Source: an optimization exercise on an open RTL-to-GDS flow (aim: small area and a short achievable clock period). Production flows keep margins and buffers that such runs may drop. For this run, only the layout was checked, not whether the RTL still works. Power figures rest on the tool's default switching activity, not on a simulated workload.

==> flow/design.v <==
`timescale 1ns / 1ps
module DebugSYS(
    input                           TCK,
    input                           RST,
    input                           TMS,
    input                           TDI,
    output                          TDO,
    input  [4:0]                    from_SYS_to_BSR,
    output [4:0]                    from_BSR_to_CL,
    input  [3:0]                    from_CL_to_BSR,
    output [3:0]                    from_BSR_to_SYS,
    output [7:0]                    start_addr,
    output [7:0]                    end_addr,
    output reg                      state_idle,
    output                          runbist,
    input  [13:0]                   signature,
    output                          write_en,
    output reg [7:0]                addr,
    output reg [7:0]                write_data,
    output                          mem_reset
    );
    localparam [3:0] STATE_TEST_LOGIC_RESET   = 4'b0000;
    localparam [3:0] STATE_RUN_TEST_IDLE      = 4'b0001;
    localparam [3:0] STATE_SELECT_DR_SCAN     = 4'b0010;
    localparam [3:0] STATE_CAPTURE_DR         = 4'b0011;
    localparam [3:0] STATE_SHIFT_DR           = 4'b0100;
    localparam [3:0] STATE_EXIT1_DR           = 4'b0101;
    localparam [3:0] STATE_PAUSE_DR           = 4'b0110;
    localparam [3:0] STATE_EXIT2_DR           = 4'b0111;
    localparam [3:0] STATE_UPDATE_DR          = 4'b1000;
    localparam [3:0] STATE_SELECT_IR_SCAN     = 4'b1001;
    localparam [3:0] STATE_CAPTURE_IR         = 4'b1010;
    localparam [3:0] STATE_SHIFT_IR           = 4'b1011;
    localparam [3:0] STATE_EXIT1_IR           = 4'b1100;
    localparam [3:0] STATE_PAUSE_IR           = 4'b1101;
    localparam [3:0] STATE_EXIT2_IR           = 4'b1110;
    localparam [3:0] STATE_UPDATE_IR          = 4'b1111;
    localparam [3:0] CMD_BYPASS               = 4'b1111;
    localparam [3:0] CMD_SAMPLE_PRELOAD       = 4'b0001;
    localparam [3:0] CMD_EXTEST               = 4'b0010;
    localparam [3:0] CMD_INTEST               = 4'b0011;
    localparam [3:0] CMD_IDCODE               = 4'b0100;
    localparam [3:0] CMD_RUNBIST              = 4'b0101;
    localparam [3:0] CMD_DATALOAD             = 4'b0110;
    localparam [3:0] CMD_ADDRLOAD             = 4'b0111;
    localparam [2:0] NUM_BYPASS               = 3'b000;
    localparam [2:0] NUM_DEVICEID             = 3'b001;
    localparam [2:0] NUM_BSR                  = 3'b010;
    localparam [2:0] NUM_ADDR                 = 3'b011;
    localparam [2:0] NUM_DLOAD                = 3'b100;
    localparam [2:0] NUM_BIST                 = 3'b101;
    localparam INPUT_WIDTH  = 5;
    localparam OUTPUT_WIDTH = 4;
    localparam TOTAL_WIDTH  = INPUT_WIDTH + OUTPUT_WIDTH;
    reg         enable;          
    reg         select;          
    reg         clk_DR;          
    reg         update_DR;
    reg         shift_DR;
    reg         clk_IR;          
    reg         update_IR;
    reg         shift_IR;
    reg         rst;             
    reg [3:0]   state;           
    wire        tdo_IR;
    wire [2:0]  num_DR;
    wire        intest;
    wire        extest;
    reg [3:0]   shifted_IR;
    reg [3:0]   main_IR;
    wire        tdo_DR;
    reg         tdo_output;
    reg [31:0]  shifted_deviceID;
    reg         bypass;
    reg [TOTAL_WIDTH-1:0]   shifted_BSR;
    reg [TOTAL_WIDTH-1:0]   main_BSR;
    reg [15:0]  shifted_ADDR;
    reg [15:0]  main_ADDR;
    reg [15:0]  shifted_DLOAD;
    reg [13:0]  shifted_BIST;
    assign mem_reset = rst;
    reg [3:0]   state_nx;
    always @(*) begin
        state_nx = state;
        if (RST) begin
            state_nx = STATE_TEST_LOGIC_RESET;
        end else begin
            case (state)
            STATE_TEST_LOGIC_RESET: if (!TMS) state_nx = STATE_RUN_TEST_IDLE;
            STATE_RUN_TEST_IDLE:    if (TMS)  state_nx = STATE_SELECT_DR_SCAN;
            STATE_SELECT_DR_SCAN:   state_nx = TMS ? STATE_SELECT_IR_SCAN : STATE_CAPTURE_DR;
            STATE_CAPTURE_DR:       state_nx = TMS ? STATE_EXIT1_DR : STATE_SHIFT_DR;
            STATE_SHIFT_DR:         if (TMS)  state_nx = STATE_EXIT1_DR;
            STATE_EXIT1_DR:         state_nx = TMS ? STATE_UPDATE_DR : STATE_PAUSE_DR;
            STATE_PAUSE_DR:         if (TMS)  state_nx = STATE_EXIT2_DR;
            STATE_EXIT2_DR:         state_nx = TMS ? STATE_UPDATE_DR : STATE_SHIFT_DR;
            STATE_UPDATE_DR:        state_nx = TMS ? STATE_SELECT_DR_SCAN : STATE_RUN_TEST_IDLE;
            STATE_SELECT_IR_SCAN:   state_nx = TMS ? STATE_TEST_LOGIC_RESET : STATE_CAPTURE_IR;
            STATE_CAPTURE_IR:       state_nx = TMS ? STATE_EXIT1_IR : STATE_SHIFT_IR;
            STATE_SHIFT_IR:         if (TMS)  state_nx = STATE_EXIT1_IR;
            STATE_EXIT1_IR:         state_nx = TMS ? STATE_UPDATE_IR : STATE_PAUSE_IR;
            STATE_PAUSE_IR:         if (TMS)  state_nx = STATE_EXIT2_IR;
            STATE_EXIT2_IR:         state_nx = TMS ? STATE_UPDATE_IR : STATE_SHIFT_IR;
            STATE_UPDATE_IR:        state_nx = TMS ? STATE_SELECT_DR_SCAN : STATE_RUN_TEST_IDLE;
            endcase
        end
    end
    always @(posedge TCK) begin
        state <= state_nx;
    end
    always @(posedge TCK) begin
        case (state_nx)
        STATE_TEST_LOGIC_RESET: begin
            update_DR   <= 0;
            shift_DR    <= 0;
            update_IR   <= 0;
            shift_IR    <= 0;
            clk_DR      <= 0;
            clk_IR      <= 0;
            select      <= 0;
            rst         <= 1;
            state_idle  <= 0;
        end
        STATE_RUN_TEST_IDLE: begin
            update_IR   <= 0;
            update_DR   <= 0;
            rst         <= 0;
            state_idle  <= 1;
        end
        STATE_SELECT_DR_SCAN: begin
            update_IR   <= 0;
            update_DR   <= 0;
            state_idle  <= 0;
        end
        STATE_CAPTURE_DR: begin
            select      <= 0;
            clk_DR      <= 1;
        end
        STATE_SHIFT_DR: begin
            shift_DR    <= 1;
        end
        STATE_EXIT1_DR: begin
            shift_DR    <= 0;
            clk_DR      <= 0;
        end
        STATE_UPDATE_DR: begin
            update_DR   <= 1;
        end
        STATE_CAPTURE_IR: begin
            select      <= 1;
            shift_IR    <= 0;
            clk_IR      <= 1;
        end
        STATE_SHIFT_IR: begin
            shift_IR    <= 1;
        end
        STATE_EXIT1_IR: begin
            shift_IR    <= 0;
            clk_IR      <= 0;
        end
        STATE_UPDATE_IR: begin
            update_IR   <= 1;
        end
        default: ;
        endcase
    end
    always @(posedge TCK) begin
        case (state_nx)
        STATE_TEST_LOGIC_RESET, STATE_EXIT1_DR, STATE_EXIT1_IR: enable <= 1'b0;
        STATE_SHIFT_DR, STATE_SHIFT_IR:                         enable <= 1'b1;
        default: ;
        endcase
    end
    wire upd_IR_rise = (state_nx == STATE_UPDATE_IR) && !update_IR;
    wire upd_DR_rise = (state_nx == STATE_UPDATE_DR) && !update_DR;
    assign tdo_IR = shifted_IR[0];
    assign num_DR = (main_IR == CMD_BYPASS) ? NUM_BYPASS :
                    (main_IR == CMD_IDCODE) ? NUM_DEVICEID :
                    (main_IR == CMD_SAMPLE_PRELOAD || main_IR == CMD_INTEST || main_IR == CMD_EXTEST) ? NUM_BSR :
                    (main_IR == CMD_ADDRLOAD) ? NUM_ADDR :
                    (main_IR == CMD_DATALOAD) ? NUM_DLOAD :
                    (main_IR == CMD_RUNBIST) ? NUM_BIST :
                    3'b111;
    assign extest   = (main_IR == CMD_EXTEST);
    assign intest   = (main_IR == CMD_INTEST);
    assign runbist  = (main_IR == CMD_RUNBIST);
    always @(posedge TCK) begin
        if (RST)
            shifted_IR <= CMD_IDCODE;
        else if (clk_IR && shift_IR)
            shifted_IR <= {TDI, shifted_IR[3:1]};
    end
    always @(posedge TCK) begin
        if (RST)
            main_IR <= CMD_IDCODE;
        else if (upd_IR_rise)
            main_IR <= shifted_IR;
    end
    wire en_bypass   = clk_DR && (num_DR == NUM_BYPASS);
    wire en_deviceID = clk_DR && (num_DR == NUM_DEVICEID);
    wire en_BSR      = clk_DR && (num_DR == NUM_BSR);
    wire en_ADDR     = clk_DR && (num_DR == NUM_ADDR);
    wire en_DLOAD    = clk_DR && (num_DR == NUM_DLOAD);
    wire en_BIST     = clk_DR && (num_DR == NUM_BIST);
    assign tdo_DR = (num_DR == NUM_BYPASS)   ? bypass :
                    (num_DR == NUM_DEVICEID) ? shifted_deviceID[0] :
                    (num_DR == NUM_BSR)      ? shifted_BSR[0] :
                    (num_DR == NUM_ADDR)     ? shifted_ADDR[0] :
                    (num_DR == NUM_DLOAD)    ? shifted_DLOAD[0] :
                    (num_DR == NUM_BIST)     ? shifted_BIST[0] :
                    1'b0;
    always @(*) begin
        tdo_output = select ? tdo_IR : tdo_DR;
    end
    assign TDO = enable & tdo_output;
    always @(posedge TCK) begin
        if (en_deviceID) begin
            if (shift_DR)
                shifted_deviceID <= {1'b1, shifted_deviceID[31:1]};
            else
                shifted_deviceID <= 32'hDEAD104D;
        end
    end
    always @(posedge TCK) begin
        if (en_bypass)
            bypass <= shift_DR ? TDI : 1'b0;
    end
    assign from_BSR_to_CL  = intest ? main_BSR[TOTAL_WIDTH-1:OUTPUT_WIDTH] : from_SYS_to_BSR;
    assign from_BSR_to_SYS = extest ? main_BSR[OUTPUT_WIDTH-1:0] : from_CL_to_BSR;
    always @(posedge TCK) begin
        if (RST)
            shifted_BSR <= {TOTAL_WIDTH{1'b0}};
        else if (en_BSR) begin
            if (shift_DR)
                shifted_BSR <= {TDI, shifted_BSR[TOTAL_WIDTH-1:1]};
            else
                shifted_BSR <= {from_SYS_to_BSR, from_CL_to_BSR};
        end
    end
    always @(posedge TCK) begin
        if (RST)
            main_BSR <= {TOTAL_WIDTH{1'b0}};
        else if (upd_DR_rise)
            main_BSR <= shifted_BSR;
    end
    assign start_addr = main_ADDR[15:8];
    assign end_addr   = main_ADDR[7:0];
    always @(posedge TCK) begin
        if (rst)
            main_ADDR <= {8'h00, 8'h6C};
        else if (update_DR && (main_IR == CMD_ADDRLOAD))
            main_ADDR <= shifted_ADDR;
    end
    always @(posedge TCK) begin
        if (en_ADDR) begin
            if (shift_DR)
                shifted_ADDR <= {TDI, shifted_ADDR[15:1]};
            else
                shifted_ADDR <= main_ADDR;
        end
    end
    assign write_en = update_DR && (main_IR == CMD_DATALOAD);
    always @(posedge TCK) begin
        if (en_DLOAD) begin
            if (shift_DR)
                shifted_DLOAD <= {TDI, shifted_DLOAD[15:1]};
            else
                shifted_DLOAD <= 16'h0000;
        end
    end
    always @(posedge TCK) begin
        if (upd_DR_rise) begin
            addr       <= shifted_DLOAD[15:8];
            write_data <= shifted_DLOAD[7:0];
        end
    end
    always @(posedge TCK) begin
        if (en_BIST) begin
            if (shift_DR)
                shifted_BIST <= {1'b0, shifted_BIST[13:1]};
            else
                shifted_BIST <= signature;
        end
    end
endmodule
`timescale 1ns / 1ps
module TMemory(
    input clk,
    input rst,
    input write_en,
    input [7:0] addr,
    input [7:0] write_data,
    output [7:0] read_data
    );
    localparam integer NWORDS = 256;
    localparam integer NINIT  = 109;
    localparam [NINIT*8-1:0] INIT = {
        256'h4C6FB3A128F532FAFDC0E5FD0017D40E5C54FB5CD49E2BF1A4931D3AC7AEA9EC,
        256'h0902C0251609522DD8BBA80AEF965CD4FE965C549B86C0F53A373886C025A66F,
        256'hD3285517F4F5325517A4E35CA4C36FB3F1CEC21704090200670220FDC0F5329A,
        104'hF0A12BA1C8F1A4B31186F0B102
    };
    reg [NWORDS*8-1:0] MEM;
    integer k;
    always @(posedge clk) begin
        if (rst) begin
            for (k = 0; k < NINIT; k = k + 1)
                MEM[k*8 +: 8] <= INIT[k*8 +: 8];
        end else if (write_en) begin
            for (k = 0; k < NWORDS; k = k + 1)
                if (addr == k[7:0])
                    MEM[k*8 +: 8] <= write_data;
        end
    end
    assign read_data = MEM[addr*8 +: 8];
endmodule
`timescale 1ns / 1ps
module BIST_FSM(
    input                   clk,
    input                   RST,
    input                   runbist_en,
    input                   idle_en,
    output     [13:0]       signature,
    input   [7:0]           mem_data,
    output reg [7:0]        addr,
    input   [7:0]           start_addr,
    input   [7:0]           end_addr,
    input   [3:0]           result,
    output reg [4:0]        impact
    );
    localparam [2:0] STATE_IDLE         = 3'b000;
    localparam [2:0] STATE_TEST_INIT    = 3'b001;
    localparam [2:0] STATE_MEM_ASK      = 3'b010;
    localparam [2:0] STATE_MEM_GET      = 3'b011;
    localparam [2:0] STATE_FSM_IMPACT   = 3'b100;
    localparam [2:0] STATE_VERIF_RESULT = 3'b101;
    localparam [2:0] STATE_WAIT_FOR_END = 3'b110;
    reg [2:0]  state;
    reg [2:0]  state_nx;
    reg [7:0]  actual_addr;
    reg [3:0]  ref_data;
    reg [3:0]  impact_data;
    reg [13:0] actual_sig;
    wire       enabled;
    reg        failed, done;
    assign enabled   = runbist_en && idle_en;
    assign signature = actual_sig;
    always @(*) begin
        state_nx = state;
        if (RST) begin
            state_nx = STATE_IDLE;
        end else begin
            case (state)
            STATE_IDLE: begin
                if (enabled)
                    state_nx = STATE_TEST_INIT;
            end
            STATE_TEST_INIT: begin
                if (enabled)
                    state_nx = STATE_MEM_ASK;
                else
                    state_nx = STATE_IDLE;
            end
            STATE_MEM_ASK: begin
                if (enabled && !done)
                    state_nx = STATE_MEM_GET;
                else if (done && enabled)
                    state_nx = STATE_WAIT_FOR_END;
                else
                    state_nx = STATE_IDLE;
            end
            STATE_MEM_GET: begin
                if (enabled)
                    state_nx = STATE_FSM_IMPACT;
                else
                    state_nx = STATE_IDLE;
            end
            STATE_FSM_IMPACT: begin
                if (enabled)
                    state_nx = STATE_VERIF_RESULT;
                else
                    state_nx = STATE_IDLE;
            end
            STATE_VERIF_RESULT: begin
                if (enabled && !failed)
                    state_nx = STATE_MEM_ASK;
                else if (failed && enabled)
                    state_nx = STATE_WAIT_FOR_END;
                else
                    state_nx = STATE_IDLE;
            end
            STATE_WAIT_FOR_END: begin
                if (!enabled)
                    state_nx = STATE_IDLE;
            end
            default: state_nx = STATE_IDLE;
            endcase
        end
    end
    always @(posedge clk) begin
        state <= state_nx;
    end
    always @(posedge clk) begin
        case (state_nx)
        STATE_IDLE: begin
            addr        <= 8'b00000000;
            impact      <= 5'b00000;
            done        <= 1'b0;
            failed      <= 1'b0;
        end
        STATE_TEST_INIT: begin
            actual_addr <= start_addr;
            actual_sig  <= 14'b0;
        end
        STATE_MEM_ASK: begin
            if (actual_addr > end_addr) begin
                done            <= 1'b1;
                actual_sig[12]  <= 1'b0;
            end else begin
                addr            <= actual_addr;
            end
        end
        STATE_MEM_GET: begin
            actual_addr         <= actual_addr + 1'b1;
            impact[4]           <= 1'b0;
            impact_data         <= mem_data[7:4];
            impact[3:0]         <= mem_data[7:4];
            ref_data            <= mem_data[3:0];
        end
        STATE_FSM_IMPACT: begin
            impact[4]   <= 1'b1;
        end
        STATE_VERIF_RESULT: begin
            impact[4] <= 1'b0;
            if (result != ref_data) begin
                failed      <= 1'b1;
                actual_sig  <= {1'b1, (actual_addr - 1'b1) != end_addr, impact_data, ref_data, result};
            end else begin
                actual_sig  <= {1'b0, (actual_addr - 1'b1) != end_addr, 12'b0000_0000_0000};
            end
        end
        default: ;
        endcase
        if (RST)
            actual_sig <= 14'b0;
    end
endmodule
`timescale 1ns / 1ps
module Core_FSM(
    input           clk,
    input           RST,
    input           core_clk,
    input [3:0]     impact,
    output reg [3:0]    result,
    output     [3:0]    result_nx    
    );
    reg [3:0] state;
    reg [3:0] nextstate;
    reg       core_clk_q;
    assign result_nx = RST ? 4'b0000 : (core_clk && !core_clk_q) ? nextstate : result;
    always @(posedge clk) begin
        core_clk_q <= core_clk;
        if (RST) begin
            state  <= 4'b0000;
            result <= 4'b0000;
        end else if (core_clk && !core_clk_q) begin
            state  <= nextstate;
            result <= nextstate;
        end
    end
    always @(*) begin
        nextstate = state;
        case (state)
            4'b0000: begin
                case(impact)
                    4'b0000: begin nextstate = 4'b0010; end
                    4'b1000: begin nextstate = 4'b0110; end
                    4'b1001: begin nextstate = 4'b1010; end
                    4'b1111: begin nextstate = 4'b1101; end
                endcase
            end
            4'b0001: begin
                case(impact)
                    4'b1111: begin nextstate = 4'b0000; end
                    4'b1011: begin nextstate = 4'b0011; end
                    4'b1100: begin nextstate = 4'b1000; end
                    4'b0010: begin nextstate = 4'b1011; end
                endcase
            end
            4'b0010: begin
                case(impact)
                    4'b1011: begin nextstate = 4'b0001; end
                    4'b1111: begin nextstate = 4'b0101; end
                    4'b0110: begin nextstate = 4'b0111; end
                    4'b0000: begin nextstate = 4'b1001; end
                    4'b1100: begin nextstate = 4'b1110; end
                endcase
            end
            4'b0011: begin
                case(impact)
                    4'b1010: begin nextstate = 4'b0100; end
                    4'b0110: begin nextstate = 4'b1111; end
                endcase
            end
            4'b0100: begin
                case(impact)
                    4'b1111: begin nextstate = 4'b0001; end
                    4'b0001: begin nextstate = 4'b0111; end
                    4'b0101: begin nextstate = 4'b1100; end
                endcase
            end
            4'b0101: begin
                case(impact)
                    4'b1100: begin nextstate = 4'b0000; end
                    4'b0011: begin nextstate = 4'b0010; end
                    4'b1111: begin nextstate = 4'b0100; end
                    4'b0010: begin nextstate = 4'b1000; end
                endcase
            end
            4'b0110: begin
                case(impact)
                    4'b0001: begin nextstate = 4'b0001; end
                    4'b0010: begin nextstate = 4'b0101; end
                    4'b0011: begin nextstate = 4'b1000; end
                    4'b1001: begin nextstate = 4'b1011; end
                    4'b1111: begin nextstate = 4'b1110; end
                    4'b1110: begin nextstate = 4'b1111; end
                endcase
            end
            4'b0111: begin
                case(impact)
                    4'b0000: begin nextstate = 4'b0000; end
                    4'b1100: begin nextstate = 4'b0010; end
                    4'b0101: begin nextstate = 4'b0101; end
                    4'b0011: begin nextstate = 4'b1010; end
                endcase
            end
            4'b1000: begin
                case(impact)
                    4'b1010: begin nextstate = 4'b0001; end
                    4'b1101: begin nextstate = 4'b0011; end
                    4'b0011: begin nextstate = 4'b0111; end
                    4'b1011: begin nextstate = 4'b1011; end
                    4'b0010: begin nextstate = 4'b1101; end
                endcase
            end
            4'b1001: begin
                case(impact)
                    4'b0000: begin nextstate = 4'b0100; end
                    4'b0001: begin nextstate = 4'b0110; end
                    4'b1110: begin nextstate = 4'b1100; end
                    4'b1010: begin nextstate = 4'b1110; end
                endcase
            end
            4'b1010: begin
                case(impact)
                    4'b0011: begin nextstate = 4'b0010; end
                    4'b1111: begin nextstate = 4'b0101; end
                    4'b1010: begin nextstate = 4'b1000; end
                    4'b0001: begin nextstate = 4'b1101; end
                endcase
            end
            4'b1011: begin
                case(impact)
                    4'b1010: begin nextstate = 4'b0001; end
                    4'b0101: begin nextstate = 4'b0100; end
                    4'b1101: begin nextstate = 4'b1000; end
                    4'b1001: begin nextstate = 4'b1110; end
                endcase
            end
            4'b1100: begin
                case(impact)
                    4'b1110: begin nextstate = 4'b0011; end
                    4'b1001: begin nextstate = 4'b0110; end
                    4'b1010: begin nextstate = 4'b1001; end
                    4'b1111: begin nextstate = 4'b1011; end
                    4'b0000: begin nextstate = 4'b1110; end
                endcase
            end
            4'b1101: begin
                case(impact)
                    4'b0010: begin nextstate = 4'b0000; end
                    4'b0101: begin nextstate = 4'b0010; end
                    4'b1001: begin nextstate = 4'b0011; end
                    4'b1110: begin nextstate = 4'b0101; end
                    4'b1111: begin nextstate = 4'b1010; end
                endcase
            end
            4'b1110: begin
                case(impact)
                    4'b1111: begin nextstate = 4'b0001; end
                    4'b1101: begin nextstate = 4'b0100; end
                    4'b1100: begin nextstate = 4'b0111; end
                endcase
            end
            4'b1111: begin
                case(impact)
                    4'b1100: begin nextstate = 4'b0011; end
                    4'b1010: begin nextstate = 4'b0110; end
                    4'b0000: begin nextstate = 4'b1010; end
                    4'b0100: begin nextstate = 4'b1100; end
                endcase
            end
        endcase
    end
endmodule
`timescale 1ns / 1ps
module OnboardTop(
    input   [15:0]  SW,
    output  [15:0]  LED,
    input           RST,
    input           JB_TCK,
    input           JB_TMS,
    input           JB_TDI,
    output          JB_TDO,
    output          JA_1,
    output          JA_2,
    output          JA_3,
    output          JA_4,
    output          JA_5,
    output          JC_1,
    output          JC_2,
    output          JC_3,
    output          JC_4
    );
    wire TCK, TMS, TDI, TDO;
    wire [4:0] from_SYS_to_BSR;
    wire [4:0] from_BSR_to_CL;
    wire [3:0] from_CL_to_BSR;
    wire [3:0] from_BSR_to_SYS;
    wire [7:0] start_addr;
    wire [7:0] end_addr;
    wire write_en;
    wire [7:0] write_data;
    wire [7:0] addr_debug;
    wire [7:0] addr_bistfsm;
    wire [7:0] addr_result;
    wire runbist;
    wire state_idle;
    wire [13:0] signature;
    wire mem_reset;
    wire [7:0] read_data;
    wire [3:0] from_CL_to_BISTFSM;
    wire [4:0] from_BISTFSM_to_CL;
    wire [4:0] result_to_CL;
    wire [3:0] result_from_CL;
    wire [3:0] result_nx_from_CL;
    assign from_SYS_to_BSR = SW[15:11];
    assign LED[15:12] = result_from_CL;
    assign LED[11:5]  = 7'b0000000;
    assign LED[4:0]   = from_BISTFSM_to_CL;
    assign JA_1 = result_to_CL[4];
    assign JA_2 = result_to_CL[3];
    assign JA_3 = result_to_CL[2];
    assign JA_4 = result_to_CL[1];
    assign JA_5 = result_to_CL[0];
    assign JC_1 = result_from_CL[3];
    assign JC_2 = result_from_CL[2];
    assign JC_3 = result_from_CL[1];
    assign JC_4 = result_from_CL[0];
    assign TDI = JB_TDI;
    assign TMS = JB_TMS;
    assign TCK = JB_TCK;
    assign JB_TDO = TDO;
    assign addr_result        = runbist ? addr_bistfsm : addr_debug;
    assign result_to_CL       = runbist ? from_BISTFSM_to_CL : from_BSR_to_CL;
    assign from_CL_to_BSR     = runbist ? 4'b0000 : result_from_CL;
    assign from_CL_to_BISTFSM = runbist ? result_nx_from_CL : 4'b0000;
DebugSYS debugsys1(
    .TCK(TCK),
    .RST(RST),
    .TMS(TMS),
    .TDI(TDI),
    .TDO(TDO),
    .from_SYS_to_BSR(from_SYS_to_BSR),
    .from_BSR_to_CL(from_BSR_to_CL),
    .from_CL_to_BSR(from_CL_to_BSR),
    .from_BSR_to_SYS(from_BSR_to_SYS),
    .start_addr(start_addr),
    .end_addr(end_addr),
    .write_en(write_en),
    .write_data(write_data),
    .addr(addr_debug),
    .runbist(runbist),
    .state_idle(state_idle),
    .signature(signature),
    .mem_reset(mem_reset)
    );
TMemory tmem1(
    .clk(TCK),
    .rst(mem_reset),
    .write_en(write_en),
    .addr(addr_result),
    .write_data(write_data),
    .read_data(read_data)
    );
BIST_FSM bistfsm1(
    .clk(TCK),
    .RST(RST),
    .runbist_en(runbist),
    .idle_en(state_idle),
    .signature(signature),
    .mem_data(read_data),
    .addr(addr_bistfsm),
    .start_addr(start_addr),
    .end_addr(end_addr),
    .result(from_CL_to_BISTFSM),
    .impact(from_BISTFSM_to_CL)
    );
Core_FSM cfsm1(
    .clk(TCK),
    .RST(RST),
    .core_clk(result_to_CL[4]),
    .impact(result_to_CL[3:0]),
    .result(result_from_CL),
    .result_nx(result_nx_from_CL)
    );
endmodule
==> flow/run.sh <==
#!/bin/bash
# synth_recipe.tcl (not shown) runs the flow's synth.tcl, then flattens the netlist and writes it again
# the make line also repeats each setting of config.mk as NAME=value (left out here)
make -C /OpenROAD-flow-scripts/flow DESIGN_CONFIG=/design/flow/config.mk WORK_HOME=/design/flow/orfs CLKGATE_MAP_FILE= SYNTH_SCRIPT=/design/flow/synth_recipe.tcl finish
==> flow/config.mk <==
export PLATFORM = sky130hd
export DESIGN_NAME = OnboardTop
export DESIGN_NICKNAME = OnboardTop
export VERILOG_FILES = /design/flow/design.v
export SDC_FILE = /design/flow/constraint.sdc
export NUM_CORES = 8
export LEC_CHECK = 0
export CAP_MARGIN = 20
export CORE_MARGIN = 2
export CORE_UTILIZATION = 40
export SLEW_MARGIN = 20
==> flow/constraint.sdc <==
create_clock -name core_clock -period 7.0 [get_ports {JB_TCK}]
set_input_delay 1.4000 -clock core_clock [delete_from_list [all_inputs] [get_ports {JB_TCK}]]
set_output_delay 1.4000 -clock core_clock [all_outputs]
set_load 0.01 [all_outputs]
==> run summary <==
[layout make-up]
cell class / instances / area share (%)
clock buffers: 307 / 5.880
multi-input cells: 4712 / 32.54
inverters: 32 / 0.1150
clock inverters: 117 / 1.349
flip-flops and latches: 2250 / 54.54
diodes: 3 / 0.007041
repair buffers: 188 / 1.847
well taps: 3167 / 3.716
[flip-flops by register name, summed over array words and instances, names as in the netlist, 9 cells and up]
register	flops
debugsys1.shifted_ADDR	16
debugsys1.shifted_DLOAD	16
bistfsm1.actual_sig	14
debugsys1.main_ADDR	16
debugsys1.shifted_BSR	9
debugsys1.shifted_deviceID	30
tmem1.MEM	2048
debugsys1.shifted_BIST	14
[worst reg2reg max path, delay by kind of cell, from the launching register on]
kind / cells / cell delay (ns)
and+or+nand+nor: 7 / 2.73
muxes: 2 / 1.27
buffers and inverters: 2 / 0.75
DFF: 1 / 0.69
AOI/OAI and AO/OA: 1 / 0.08
[power breakdown]
| group | internal [mW] | total, mW | switching [mW] |
|---|---|---|---|
| logic | 0.129 | 0.464 | 0.335 |
| clock network | 7.15 | 12.5 | 5.32 |
| registers | 13.9 | 13.9 | 0.0280 |
[metal layers]
layer / part of all wire, % / up-vias / wire (µm) / track usage, %
met2: 47 / 2405 / 124100 / 33.74
met4: 3.4 / 10 / 9046 / 7.476
met1: 42 / 31620 / 111900 / 29.48
met5: 0.023 / - / 60 / 0
li1: - / 27560 / - / -
met3: 7.8 / 460 / 20620 / 3.889
[through the flow]
step / util, % / worst slack [ns] / instances / instance area [µm²] / total power, mW
2_1_floorplan: - / 2.512 / 7623 / 95660 / 14.54
3_3_place_gp: 41.55 / 0.8571 / 10350 / 98830 / 14.66
3_5_place_dp: 41.56 / 0.9464 / 10350 / 98860 / 14.66
4_1_cts: 44.80 / 1.220 / 10770 / 106600 / 27.06
5_1_grt: 44.83 / 0.8997 / 10770 / 106600 / 27.65
6_report: 44.83 / 1.239 / 10780 / 106600 / 26.86
[final timing paths]
check                                                start            endpoint  slack [ns]
worst max-delay path                  debugsys1.main_IR[0]  bistfsm1.impact[0]        1.24
worst min-delay path            debugsys1.shifted_DLOAD[9]   debugsys1.addr[1]        0.45
worst max register to register        debugsys1.main_IR[0]  bistfsm1.impact[0]        1.24
worst min register to register  debugsys1.shifted_DLOAD[9]   debugsys1.addr[1]        0.45
[synth_stat cells (all sizes together) (14+ instances only)]
| master | instances |
|---|---|
| nand2 | 1356 |
| edfxtp | 1310 |
| dfxtp | 940 |
| mux4 | 512 |
| nor2 | 487 |
| clkbuf | 385 |
| a21oi | 377 |
| nor2b | 349 |
| a211o | 339 |
| nand3 | 302 |
| buf | 244 |
| mux2i | 187 |
| o21ai | 173 |
| nand3b | 90 |
| and2 | 62 |
| and3 | 54 |
| nand2b | 44 |
| a211oi | 38 |
| a31oi | 32 |
| nor3 | 31 |
| inv | 30 |
| mux2 | 23 |
| nor4 | 17 |
| xnor2 | 17 |
| nand4 | 15 |
| o211ai | 14 |
[logic make-up after synthesis]
kind of cell	synth area share, %
compound gates	7.765
xor+xnor	0.2473
fa+ha+maj	0.1308
buf+inv	3.152
flops	60.81
mux	14.29
other cells	0.003921
simple gates	13.60
==> flow_summary.json <==
{
  "power.density_nw_per_um2": 251.9,
  "vias": 62060,
  "ys_seq_elements": 2250,
  "ctsResizeCount": 0,
  "yosys_warnings": 4,
  "cp_max_fo": 43,
  "vdd_drop_max_mv": 0.2489,
  "drt_iter0_markers": 6660,
  "synth_top_flop_cell": "edfxtp_1",
  "synth-seq-area-share_pct": 60.81,
  "cp_top_family": "simple AND/OR/NAND/NOR gates",
  "clk_pin_slew_ns": 0.07,
  "die_area_um2": 243000,
  "dp_hpwl_um": 157800,
  "fin_tns_setup_ns": 0,
  "grt_overflow": 0,
  "fp.dieW_um": 493.0,
  "cp_num_cells": 12,
  "hold_buffers": 0,
  "root_buffer": "clkbuf_16",
  "setup_viol": 0,
  "vias_per_cell": 5.759,
  "p_leak_nw": 33.74,
  "cp-start-kind": "register",
  "cts_max_level": 4,
  "min_path_type": "register to register",
  "syn2layout_area_growth_pct": 11.50,
  "tightestPinTransition_ns": 1.185,
  "synth_top_cells_by_area": "edfxtp_1, dfxtp_1, mux4_2",
  "crit_arrival_ns": 6.35,
  "drv_cap": 0,
  "rsz0062_at_grt": "no",
  "antenna_found_initial": 15,
  "rows": 179,
  "worstSkewPairLatency_ns": 0.90,
  "dieHeight_um": 493.0,
  "finalHoldViolCount": 0,
  "synthCells": 7617,
  "crit_buf_inv": 2,
  "fill_cells": 21350,
  "initial_utilization_pct": 40.21,
  "pin_count": 46,
  "gp_congestion": 0.8747,
  "cts_tree": "built",
  "slowest_delay_ns": 0.72,
  "grt_pass1_vias": 60270,
  "core-area_um2": 237900,
  "synthArstFlopShare_pct": 0,
  "post_drt_wl_per_cell_um": 24.66,
  "required_ns": 7.59,
  "layout.area.seq_um2": 58160,
  "crit_top_cell": "buf_4",
  "path_cells": "nor4bb_4, mux2_8, buf_4, buf_4, mux4_2, nand2_1, and3_1, a211oi_1, or4_1, nor4_1, nand3_1, and2_1",
  "multi_input_area_um2": 34700,
  "layout_common_cells": "nand2_1, edfxtp_1, dfxtp_1",
  "netlist.top_cell.by_area": "edfxtp_1",
  "slowest_stage": "mux2_8",
  "ant_nets": 0,
  "grt_first_pass_wirelength_um": 393300,
  "fin_nets": 7439,
  "synth_edf_count": 1310,
  "clk_path_buf_depth": 3,
  "slew_viol_final": 0,
  "final_common_cell": "nand2_1",
  "grt_max_degree": 243,
  "crit_type": "register to register",
  "end_kind": "register",
  "drt_first_pass_iters": 17,
  "period_minus_slack_ns": 5.761,
  "status": "finished clean",
  "finalClockSkew_ns": 0.06796,
  "holdPathStages": 0,
  "numPortBuffers": 27,
  "finalHoldWorstSlack_ns": 0.4453,
  "syn_area_um2": 95630,
  "r2r_cells": 12,
  "cts_setup_buffers": 0,
  "numCtsBuffers": 225,
  "avgSynthCellArea_um2": 12.56,
  "routed_wl_um": 265700,
  "drive_gt1_share_pct": 14.66,
  "drcViolationCount": 0,
  "maxSlewHeadroom_pct": 20.72,
  "synthDominantCellAreaShare_pct": 41.13,
  "yosysUniqueCellTypes": 89,
  "finalCritPeriodShare_pct": 82.30,
  "fmax_mhz": 173.6,
  "cts_sinks": 2250,
  "grt_usage_pct": 21.32
}

static timing again, ports no longer ideal:
No port has a modelled driver above. Below, the same layout with a new extraction and two added sets of constraints.
Step 1: set_driving_cell puts a clkbuf_16 on JB_TCK and a buf_2 on each other input, an assumption about the parent block.
Step 2 times the ports against the registers' clock, not the clock port: input delays grow and output delays shrink by t, the midpoint of the rising clock arrivals with the driver on.
Three values: ideal ports, drivers, drivers and shift; two values: the first two.
t, ns: 0.951
slack for setup (ns): 1.239 / 1.239 / 0.875
latest minus earliest clock arrival (ns): 0.077 / 0.077
slew at the worst register clock pin (ns): 0.07 / 0.07
worst data-port slew with drivers (ns): 0.04
After both steps this run still meets setup and hold. The setup slack of this run moves by 0.000 ns with the drivers and by -0.364 ns with both steps.
